This design comes from an exercise in tuning for small area and a short achievable clock period on the open sky130 flow, not from production work.
Function was checked by simulation only, so behaviour that the tests miss may differ from the original.
Power and IR drop assume default switching activity.

File: flow/run.sh
#!/bin/bash
# synth_recipe.tcl (not shown) runs the flow's synth.tcl, then flattens the netlist and writes it again
# the make line also repeats each setting of config.mk as NAME=value (left out here)
make -C /OpenROAD-flow-scripts/flow DESIGN_CONFIG=/design/flow/config.mk WORK_HOME=/design/flow/orfs CLKGATE_MAP_FILE= SYNTH_SCRIPT=/design/flow/synth_recipe.tcl finish
File: flow/config.mk
export PLATFORM = sky130hd
export DESIGN_NAME = ex_stage
export DESIGN_NICKNAME = ex_stage
export VERILOG_FILES = /design/flow/design.v
export SDC_FILE = /design/flow/constraint.sdc
export NUM_CORES = 4
export LEC_CHECK = 0
export CAP_MARGIN = 20
export CORE_MARGIN = 2
export CORE_UTILIZATION = 50
export CTS_CLUSTER_DIAMETER = 50
export CTS_CLUSTER_SIZE = 10
export SLEW_MARGIN = 20
File: flow/constraint.sdc
create_clock -name core_clock -period 600.0 [get_ports {clk}]
set_input_delay 120.0000 -clock core_clock [delete_from_list [all_inputs] [get_ports {clk}]]
set_output_delay 120.0000 -clock core_clock [all_outputs]
set_load 0.01 [all_outputs]
File: flow/design.v
module alucontrol(
	input wire [5:0] funct,
	input wire [5:0] opcode,
	input wire aluop_in,
	output reg [4:0] aluop_out
);
localparam [4:0] ALUOP_NONE = 5'h1f;
always @* begin
	aluop_out = ALUOP_NONE;
	if (aluop_in) begin
		case (opcode)
			6'h8: aluop_out = 5'h2;
			6'hc: aluop_out = 5'h0;
			6'hd:  aluop_out = 5'h1;
			6'he: aluop_out = 5'ha;
			6'ha: aluop_out = 5'h7;
			6'h5:  aluop_out = 5'hc;
			6'h4:  aluop_out = 5'hb;
			6'h20:   aluop_out = 5'h2;
			6'h23:   aluop_out = 5'h2;
			6'h28:   aluop_out = 5'h2;
			6'h2b:   aluop_out = 5'h2;
			6'hf:  aluop_out = 5'hd;
			6'h10: aluop_out = 5'h10;
			6'h11: aluop_out = 5'h10;
			default:  aluop_out = ALUOP_NONE;
		endcase
	end else begin
		case (funct)
			6'h0: aluop_out = 5'h4;
			6'h2: aluop_out = 5'h8;
			6'h3: aluop_out = 5'h9;
			6'h20: aluop_out = 5'h2;
			6'h22: aluop_out = 5'h6;
			6'h24: aluop_out = 5'h0;
			6'h25:  aluop_out = 5'h1;
			6'h26: aluop_out = 5'ha;
			6'h27: aluop_out = 5'h3;
			6'h2a: aluop_out = 5'h7;
			6'h18: aluop_out = 5'he;
			6'h1a: aluop_out = 5'hf;
			default: aluop_out = ALUOP_NONE;
		endcase
	end
end
endmodule
module alu(
	input wire [4:0] aluop,
	input wire [N-1:0] s,
	input wire [N-1:0] t,
	input wire [4:0] shamt,
	output reg zero,
	output reg overflow,
	output reg [N-1:0] out
);
parameter N = 32;
reg [63:0] tmp;
always @* begin
	zero = 1'b0;
	overflow = 1'b0;
	out = {N{1'b0}};
	tmp = 64'd0;
	case (aluop)
		5'h4: begin
			out = s << shamt;
		end
		5'h8: begin
			out = s >> shamt;
		end
		5'h9: begin
			out = $signed(s) >>> shamt;
		end
		5'h2: begin
			out = s + t;
			if((s[31] == t[31]) && (out[31] != s[31])) overflow = 1;
		end
		5'h6: begin
			out = s - t;
			if((s[31] != t[31]) && (out[31] != s[31])) overflow = 1;
		end
		5'h0: begin
			out = s & t;
		end
		5'h1:  begin
			out = s | t;
		end
		5'ha: begin
			out = s ^ t;
		end
		5'h3: begin
			out = ~(s | t);
		end
		5'h7: begin
			out = (s[31] != t[31]) ? (s[31] > t[31]) : (s < t);
		end
		5'hb: begin
			if((s - t) == 0) zero = 1;
		end
		5'hc: begin
			if((s - t) != 0) zero = 1;
		end
		5'hd: begin
			out = {t[15:0], 16'h0000};
		end
		5'he: begin
			tmp = s * t;
			out = tmp[31:0];
			if({32{out[31]}} != tmp[63:32]) overflow = 1;
		end
		5'hf: begin
			if(t == 0)  begin
				overflow = 1;
			end else begin
				tmp = s / t;
				out = tmp[31:0];
			end
		end
		5'h10: begin
			out = s;
		end
		default: begin
			out = {N{1'b0}};
		end
	endcase
end
endmodule
module ex_stage (
	input wire clk,
	input wire reset,
	input wire we,
	output wire [4:0] reg_probe,
	output wire [31:0] data_probe,
	output wire write_probe,
	input wire alu_s,
	input wire alu_t,
	input wire alu_op,
	input wire dst_reg,
	input wire is_link,
	input wire is_jump,
	input wire dst_jump,
	input wire [31:0] pc_jump,
	input wire [31:0] pc_next,
	input wire [31:0] data_s,
	input wire [31:0] data_t,
	input wire [31:0] data_c0,
	input wire [5:0] opcode,
	input wire [5:0] funct,
	input wire [4:0] reg_s,
	input wire [4:0] reg_t,
	input wire [4:0] reg_d,
	input wire is_branch,
	input wire mem_read,
	input wire mem_write,
	input wire mem_type,
	input wire mem_to_reg,
	input wire reg_write,
	input wire [31:0] immediate,
	output reg is_branch_out,
	output reg [31:0] pc_branch,
	output reg is_jump_out,
	output reg [31:0] pc_jump_out,
	output reg alu_zero,
	output reg mem_read_out,
	output reg mem_write_out,
	output reg mem_type_out,
	output reg mem_to_reg_out,
	output reg [31:0] alu_out,
	output reg [31:0] data_t_out,
	output reg [4:0] reg_addr,
	output reg reg_write_out
);
wire aluz;
wire [4:0] aluop_out;
wire [31:0] alu_result;
reg [4:0] dst_regid;
reg [4:0] wreg;
reg [31:0] exout;
reg [31:0] data_s_alu;
reg [31:0] data_t_alu;
reg [31:0] expc_branch;
reg [31:0] exdst_jump;
assign reg_probe   = wreg;
assign data_probe  = exout;
assign write_probe = reg_write & ~mem_to_reg;
alucontrol alucontrol(
	.funct(funct),
	.opcode(opcode),
	.aluop_in(alu_op),
	.aluop_out(aluop_out)
);
alu alu(
	.aluop(aluop_out),
	.s(data_s_alu),
	.t(data_t_alu),
	.shamt(immediate[10:6]),
	.zero(aluz),
	.out(alu_result)
);
always @(*) begin
	data_s_alu  = alu_s    ? data_c0   : data_s;
	data_t_alu  = alu_t    ? immediate : data_t;
	exout       = is_link  ? pc_next   : alu_result;
	dst_regid   = dst_reg  ? reg_d     : reg_t;
	wreg        = is_link  ? 5'd31     : dst_regid;
	exdst_jump  = dst_jump ? data_s   : pc_jump;
	expc_branch = pc_next + (immediate << 2);
end
always @(posedge clk) begin
	if (reset) begin
		is_branch_out  <= 0;
		pc_branch      <= 0;
		alu_zero       <= 0;
		mem_read_out   <= 0;
		mem_write_out  <= 0;
		mem_type_out   <= 0;
		mem_to_reg_out <= 0;
		alu_out        <= 0;
		data_t_out     <= 0;
		reg_addr       <= 0;
		reg_write_out  <= 0;
		is_jump_out    <= 0;
		pc_jump_out    <= 0;
	end else if (we) begin
		is_branch_out  <= is_branch;
		pc_branch      <= expc_branch;
		alu_zero       <= aluz;
		mem_read_out   <= mem_read;
		mem_write_out  <= mem_write;
		mem_type_out   <= mem_type;
		mem_to_reg_out <= mem_to_reg;
		alu_out        <= exout;
		data_t_out     <= data_t;
		reg_addr       <= wreg;
		reg_write_out  <= reg_write;
		is_jump_out    <= is_jump;
		pc_jump_out    <= exdst_jump;
	end
end
endmodule
==> summary.txt <==
clock latency on the worst-skew pair 0.63 ns; Setup TNS 0 ns; detailed-route via count around 130k; Post-route DRC 0; Max Cap Viol 0; number of synthesized flops with an enable pin 0; Hold Crit Class reg -> reg; worst r2r src pc_branch[16]; CTS tree done; Hold Startpoint reg_addr[1]; critical path fanouts, max 66; critical path buffer and inverter count 164; hold buffers post-CTS 0; overall die height 503.3 um; Final period util 94.80%; Post CTS Setup Buffer Count 0; Critical path origin alu_t; data required time of the critical path 480.00 ns; Max stage delay cell, worst path o311ai_0; crit start category input pin; Synth cell types 202; maximum clock path buffer count 3; endpoint class of the critical path output port; leading area contributor after synthesis ha_1; full die area 253300 um^2; ys flop type dfxtp_1; Worst VDD drop 0.003839 V; # rows roughly 180; total gr overflow 0; Mapped Cells 17370; layout cell share with drive strength beyond 1 9.370%; core area 248200 um^2; cell repeated most along the worst path o21a_1; Pwr top combinational cells; Clock transition at path regs ~0.05 ns; Port Buffer Count 408; vias in the first global route 120800; largest net degree at the start of global routing 100; asr flop ratio synth 0%; Critical path destination data_probe[0]; achievable frequency between 1.5 and 2 MHz; Yosys reg bits 141; drt initial violations 12670; post-route minimum period 568.82 ns; Clock Skew 0 ns; Routed WL per cell 24.81 um; status no timing/DRC/antenna violations; Final Hold Vio Count 0; reg2reg end pc_branch[16]; Sw Pwr about 0.25 W; Comb group 0.430 W; RSZ-0062 raised after global routing false; final std cells w/o fill 20900; Crit path depth about 1100; clock root buffer clkbuf_16; placed cells 20830; CP top delay family compound AO/OA/AOI/OAI gates; Mapped Area 124600 um^2; initial core utilization ~50%; H-tree levels 4; Die X 503.3 um; post-route antenna net violation count 0; Area Growth Syn to Fin 7.322%; final slew viol count 0; Clk pwr share 0%; Clk. pwr about 0.000016 W; hold depth 2; multi-input logic area 115500 um^2; cell leakage power 61.24 nW; Total Wirelength 518500 um; kind of critical path in -> out; DR vias/cell 6.339; Reg2Reg Depth 2; TritonCTS Sinks 141; syn avg cell area 7.176 um^2; post-CTS sizing 0; FF-to-FF setup slack ~600 ns; WHS Endpoint reg_addr[1]; CP peak stage delay 0.96 ns; drt first pass iters 6; part of the power in registers 0%; # setup viols final 0; register area 2823 um^2; initial antenna violation count 45; Synth warnings 3; P_int 0.1792 W; Switching Fraction 58.27%; top cells by area, synth ha_1, fa_1, nor2_1; sequential-to-total area share from yosys stat 2.265%; Fillers 25310; Post-DP HPWL 425400 um; critical path data arrival time 448.82 ns; fin nets 19980; gpl congestion roughly 1.1; sequential power 0.0000109 W; cts bufs inserted 25; IO Count 414; worst slew pin tran 1.333 ns; GRT Total Usage 39.51%; pwr dens 3212 nW/um^2; slew margin rel. under 10%; first-pass GRT wire length ~770000 um; Comb pwr share 100.0%; Synth top area share 18.14%
## placed cells by master (no fill, tap or decap), drive strengths merged, types with 300 or more instances in the layout
cell type	n
a21oi	1436
buf	343
clkdlybuf4s50	397
fa	411
ha	1807
inv	1011
mux2	314
mux2i	335
nand2	1605
nand3	300
nor2	2050
nor3	904
o21a	773
o21ai	767
o31ai	390
xnor2	602
xor2	500
## cell usage after synthesis, types with 35 or more instances
master	count
inv_1	999
o211ai_1	116
ha_1	1807
a221oi_1	51
nor3_1	868
xor2_1	497
nor3b_1	40
buf_1	99
mux2i_1	317
nor2b_1	164
or2_2	280
o21a_1	764
o21ai_0	691
nor2_1	2020
dfxtp_1	141
a211o_1	44
fa_1	411
or4_1	35
buf_4	35
o31a_1	36
a22oi_1	39
a31oi_1	102
nand2b_1	132
buf_6	62
and2_1	123
o22ai_1	64
o21ai_1	61
a2111oi_0	38
nor4_1	120
nand4_1	153
or3_1	106
nand3_1	279
xnor2_1	595
nand2_1	1586
and3_1	93
a211oi_1	176
o2111ai_1	48
a21oi_1	1413
o21bai_1	119
and4_1	37
a21o_1	266
mux2_2	305
o31ai_1	376
clkbuf_1	397
## kinds of logic after synthesis
kind of cell | count (synthesis) | synth area share [%]
other cells | 1 | 0.003009
fa+ha+maj | 2223 | 24.78
buf+inv | 1660 | 5.691
compound gates | 5075 | 27.75
xor+xnor | 1102 | 7.813
simple gates | 6498 | 25.75
flops | 141 | 2.265
mux | 667 | 5.948
## area by class of cell
type / count / share of cell area, %
diodes: 31 / 0.05800
clock inverters: 2 / 0.009354
repair buffers: 740 / 4.943
flip-flops and latches: 141 / 2.110
multi-input cells: 15600 / 86.37
inverters: 1023 / 2.876
clock buffers: 31 / 0.5220
well taps: 3330 / 3.115
## layer usage
| layer | wire [um] | vias up | part of all wire, % | GRT usage (%) |
|---|---|---|---|---|
| met1 | 216600 | 62150 | 42 | 51.39 |
| met5 | 335 | - | 0.065 | 0 |
| met4 | 39350 | 14 | 7.6 | 25.67 |
| li1 | - | 63960 | - | - |
| met2 | 217600 | 5274 | 42 | 60.12 |
| met3 | 44610 | 1053 | 8.6 | 6.658 |
## flip-flops by register name (all words and copies together) (netlist names), 5 cells and up
signal / cells
alu_out: 32
data_t_out: 32
pc_branch: 32
pc_jump_out: 32
reg_addr: 5
## per-stage QoR
stage | setup WS [ns] | hold slack [ns] | utilization (%) | power (W) | cell area [um^2]
3_5_place_dp | 36.23 | 0.4566 | 53.57 | 0.4317 | 133000
2_1_floorplan | 58.07 | 0.4858 | - | 0.4898 | 124700
6_report | 31.18 | 0.4662 | 53.89 | 0.4296 | 133800
5_1_grt | 6.271 | 0.4914 | 53.87 | 0.4372 | 133700
3_3_place_gp | 37.95 | 0.4558 | 53.56 | 0.4280 | 132900
4_1_cts | 34.92 | 0.4653 | 53.86 | 0.4331 | 133700

==> re-timing with driven ports <==
No port has a modelled driver above. Below, the same layout with a new extraction and two added sets of constraints. Step 1 (the two cells are an assumption about what drives the block):
set clk [get_ports {clk}]
set_driving_cell -lib_cell sky130_fd_sc_hd__clkbuf_16 $clk
set_driving_cell -lib_cell sky130_fd_sc_hd__buf_2 [delete_from_list [all_inputs] $clk]
Step 2 moves the port delays by t, midway between the first and last clock arrival at a register: inputs arrive t later, outputs are due t later. That takes back most of the time a late clock gives input paths. Three values: no drivers, after step 1, after step 2; two values: the first two.
t (ns): 0.668
slack for setup (ns): 31.177 / 31.054 / 31.054
worst hold slack (ns): 0.466 / 0.466 / 0.466
After both steps setup and hold are still met in this run. The setup slack of this run moves by -0.123 ns with the drivers and by -0.123 ns with both steps.
